Background: an optimization exercise with open tools, aiming at small area. Do not read the settings as production practice. Only simulation tests tie the RTL to the original design; equivalence was not proved. Power figures rest on the tool's default switching activity, not on a simulated workload.

## harbor
==> flow/design.v (excerpt) <==
module LCD_Driver(
    output SF_CE0,
    output LCD_RW,
    output LCD_RS,
    output [3:0] SF_D,
    output LCD_E,
    input clock,
    input reset
);
Size: ~190 cells after synthesis, ~22 flip-flops, ~10 I/O pins, roughly 0.0013 sq mm of cells after synthesis.
export LEC_CHECK = 0
export CAP_MARGIN = 20
export CORE_MARGIN = 2
export CORE_UTILIZATION = 40
export SLEW_MARGIN = 20
create_clock -name core_clock -period 20.0 [get_ports {clock}]
standard.sh (not shown) runs the stock make flow with config.mk's settings and CLKGATE_MAP_FILE= SYNTH_SCRIPT=/design/flow/synth_recipe.tcl, a recipe that flattens the netlist after the stock synthesis.
==> flow/flow/run.sh <==
#!/bin/bash
# Own layout flow: the standard ORFS flow, with two changes.
# 1. Synthesis: the standard synthesis script (synth_recipe.tcl -> ORFS synth.tcl) run against
#    a copy of ORFS's scripts in which the combinational mapping uses an area-oriented ABC
#    script and Yosys does not pre-extract half/full adders. Registers, their names and their
#    cell types are made exactly as in the standard synthesis (dfflibmap runs before ABC).
# 2. Layout: port buffers use buf_1, and CTS uses small clock buffers without dummy loads.
# Every tool's output goes to a log file in this folder.
set -euo pipefail
W=$(pwd)
cp -r "$FLOW_HOME/scripts" "$W/myscripts"
cp "$W/flow/abc_area_deep.script" "$W/myscripts/abc_speed.script"
python3 - "$W/myscripts/synth.tcl" <<'PY'
import sys
p = sys.argv[1]
s = open(p).read()
old = "if {\n  [env_var_exists_and_non_empty ADDER_MAP_FILE] &&"
assert old in s
s = s.replace(old, "if { 0 &&\n  [env_var_exists_and_non_empty ADDER_MAP_FILE] &&")
open(p, "w").write(s)
PY
bash standard.sh SCRIPTS_DIR="$W/myscripts" synth > "$W/log_synth.txt" 2>&1
export BUFFER_PORTS_ARGS="-buffer_cell sky130_fd_sc_hd__buf_1"
export CTS_ARGS="-sink_clustering_enable -sink_clustering_size 30 -sink_clustering_max_diameter 300 -repair_clock_nets -dont_use_dummy_load -buf_list {sky130_fd_sc_hd__clkbuf_16} -root_buf sky130_fd_sc_hd__clkbuf_16"
bash standard.sh finish > "$W/log_layout.txt" 2>&1
==> flow/flow/abc_area_deep.script <==
&get -n
&st
&deepsyn -T 300
&dch -f
&nf -R 1000 -p
&put
topo
dnsize -c
harbor reached the end of the flow, and the finished layout is clean on the timing, design-rule and antenna checks.
Relative to harbor, the following input files were edited for onyx:
-- flow/flow/run.sh --
<<< harbor, line 22
bash standard.sh SCRIPTS_DIR="$W/myscripts" synth > "$W/log_synth.txt" 2>&1
export BUFFER_PORTS_ARGS="-buffer_cell sky130_fd_sc_hd__buf_1"
export CTS_ARGS="-sink_clustering_enable -sink_clustering_size 30 -sink_clustering_max_diameter 300 -repair_clock_nets -dont_use_dummy_load -buf_list {sky130_fd_sc_hd__clkbuf_16} -root_buf sky130_fd_sc_hd__clkbuf_16"
bash standard.sh finish > "$W/log_layout.txt" 2>&1
>>> onyx, line 22
bash standard.sh SCRIPTS_DIR="$W/myscripts" synth > "$W/log_synth.txt" 2>&1
export BUFFER_PORTS_ARGS="-buffer_cell sky130_fd_sc_hd__buf_1"
export CTS_ARGS="-sink_clustering_enable -repair_clock_nets -dont_use_dummy_load -buf_list {sky130_fd_sc_hd__clkbuf_8} -root_buf sky130_fd_sc_hd__clkbuf_8"
bash standard.sh finish > "$W/log_layout.txt" 2>&1
Comparing onyx against harbor, there is no change at all in area after synthesis.
Relative to harbor, the combinational share of power of onyx is higher by 0.6 points.
onyx vs. harbor: routed via count shows a reduction of 25; filler cell count in the final layout higher.
For harbor, the launching instance or port of the critical path was m[8], unlike onyx, where it was m[7].

LCD_Driver, a different RTL version from the one above (not shown whole).
Size: ~190 cells after synthesis, ~22 flip-flops, roughly 0.0013 mm2 of cells after synthesis.
Settings: LEC_CHECK=0, CAP_MARGIN=20, CORE_MARGIN=2, CORE_UTILIZATION=40, SLEW_MARGIN=20; clock period 20.0 ns.
==> flow/flow/run.sh <==
#!/bin/bash
# Own layout flow: the standard ORFS flow, with two changes.
# 1. Synthesis: the standard synthesis script (synth_recipe.tcl -> ORFS synth.tcl) run against
#    a copy of ORFS's scripts in which the combinational mapping uses an area-oriented ABC
#    script and Yosys does not pre-extract half/full adders. Registers, their names and their
#    cell types are made exactly as in the standard synthesis (dfflibmap runs before ABC).
# 2. Layout: port buffers use buf_1, and CTS uses small clock buffers without dummy loads.
# Every tool's output goes to a log file in this folder.
set -euo pipefail
W=$(pwd)
cp -r "$FLOW_HOME/scripts" "$W/myscripts"
cp "$W/flow/abc_area_deep.script" "$W/myscripts/abc_speed.script"
python3 - "$W/myscripts/synth.tcl" <<'PY'
import sys
p = sys.argv[1]
s = open(p).read()
old = "if {\n  [env_var_exists_and_non_empty ADDER_MAP_FILE] &&"
assert old in s
s = s.replace(old, "if { 0 &&\n  [env_var_exists_and_non_empty ADDER_MAP_FILE] &&")
open(p, "w").write(s)
PY
bash standard.sh SCRIPTS_DIR="$W/myscripts" synth > "$W/log_synth.txt" 2>&1
export BUFFER_PORTS_ARGS="-buffer_cell sky130_fd_sc_hd__buf_1"
export CTS_ARGS="-sink_clustering_enable -repair_clock_nets -dont_use_dummy_load -buf_list {sky130_fd_sc_hd__clkbuf_8} -root_buf sky130_fd_sc_hd__clkbuf_8"
bash standard.sh finish > "$W/log_layout.txt" 2>&1
==> flow/flow/abc_area_deep.script <==
&get -n
&st
&deepsyn -T 120
&dch -f
&nf -R 1000 -p
&put
topo
dnsize -c
The first run completed without violations.
Next try:
--- a/flow/flow/run.sh
+++ b/flow/flow/run.sh
@@ -24 +24 @@
-export CTS_ARGS="-sink_clustering_enable -repair_clock_nets -dont_use_dummy_load -buf_list {sky130_fd_sc_hd__clkbuf_8} -root_buf sky130_fd_sc_hd__clkbuf_8"
+export CTS_ARGS="-sink_clustering_enable -sink_clustering_size 8 -repair_clock_nets -dont_use_dummy_load -buf_list {sky130_fd_sc_hd__clkbuf_4} -root_buf sky130_fd_sc_hd__clkbuf_4"
Result:
- global-route usage fell by 0.21 points
- final cell count is unchanged
- clock power fell by 26%
- die area does not change
- total power fell by 7.7%

[what the ideal ports hide]
No port has a modelled driver above. Below, the same layouts with a new extraction and two added sets of constraints. Step 1: set_driving_cell puts a clkbuf_16 on clock and a buf_2 on each other input, an assumption about the parent block. Step 2 adds t to the input delays and takes it off the output delays; t is the mean of the earliest and latest rising clock arrival at the registers after step 1. Input paths then give back, and output paths get back, about the clock's delay inside the block. a / b / c = ideal / step 1 / step 2; a / b = the first two.
| run | t, ns | setup WS [ns] | worst setup path at the end | clock arrival spread, ns | worst register clock-pin slew, ns |
|---|---|---|---|---|---|
| harbor | 0.278 | 13.550 / 13.522 / 13.800 | register to output | 0.004 / 0.005 | 0.06 / 0.06 |
| onyx | 0.279 | 13.535 / 13.512 / 13.792 | register to output | 0.009 / 0.009 | 0.08 / 0.08 |
| the first run of note 2 | 0.279 | 13.275 / 13.250 / 13.530 | register to output | 0.007 / 0.007 | 0.08 / 0.08 |
| the second run of note 2 | 0.320 | 13.206 / 13.186 / 13.506 | register to output | 0.009 / 0.009 | 0.12 / 0.12 |
After both steps setup and hold are still met in every run listed.
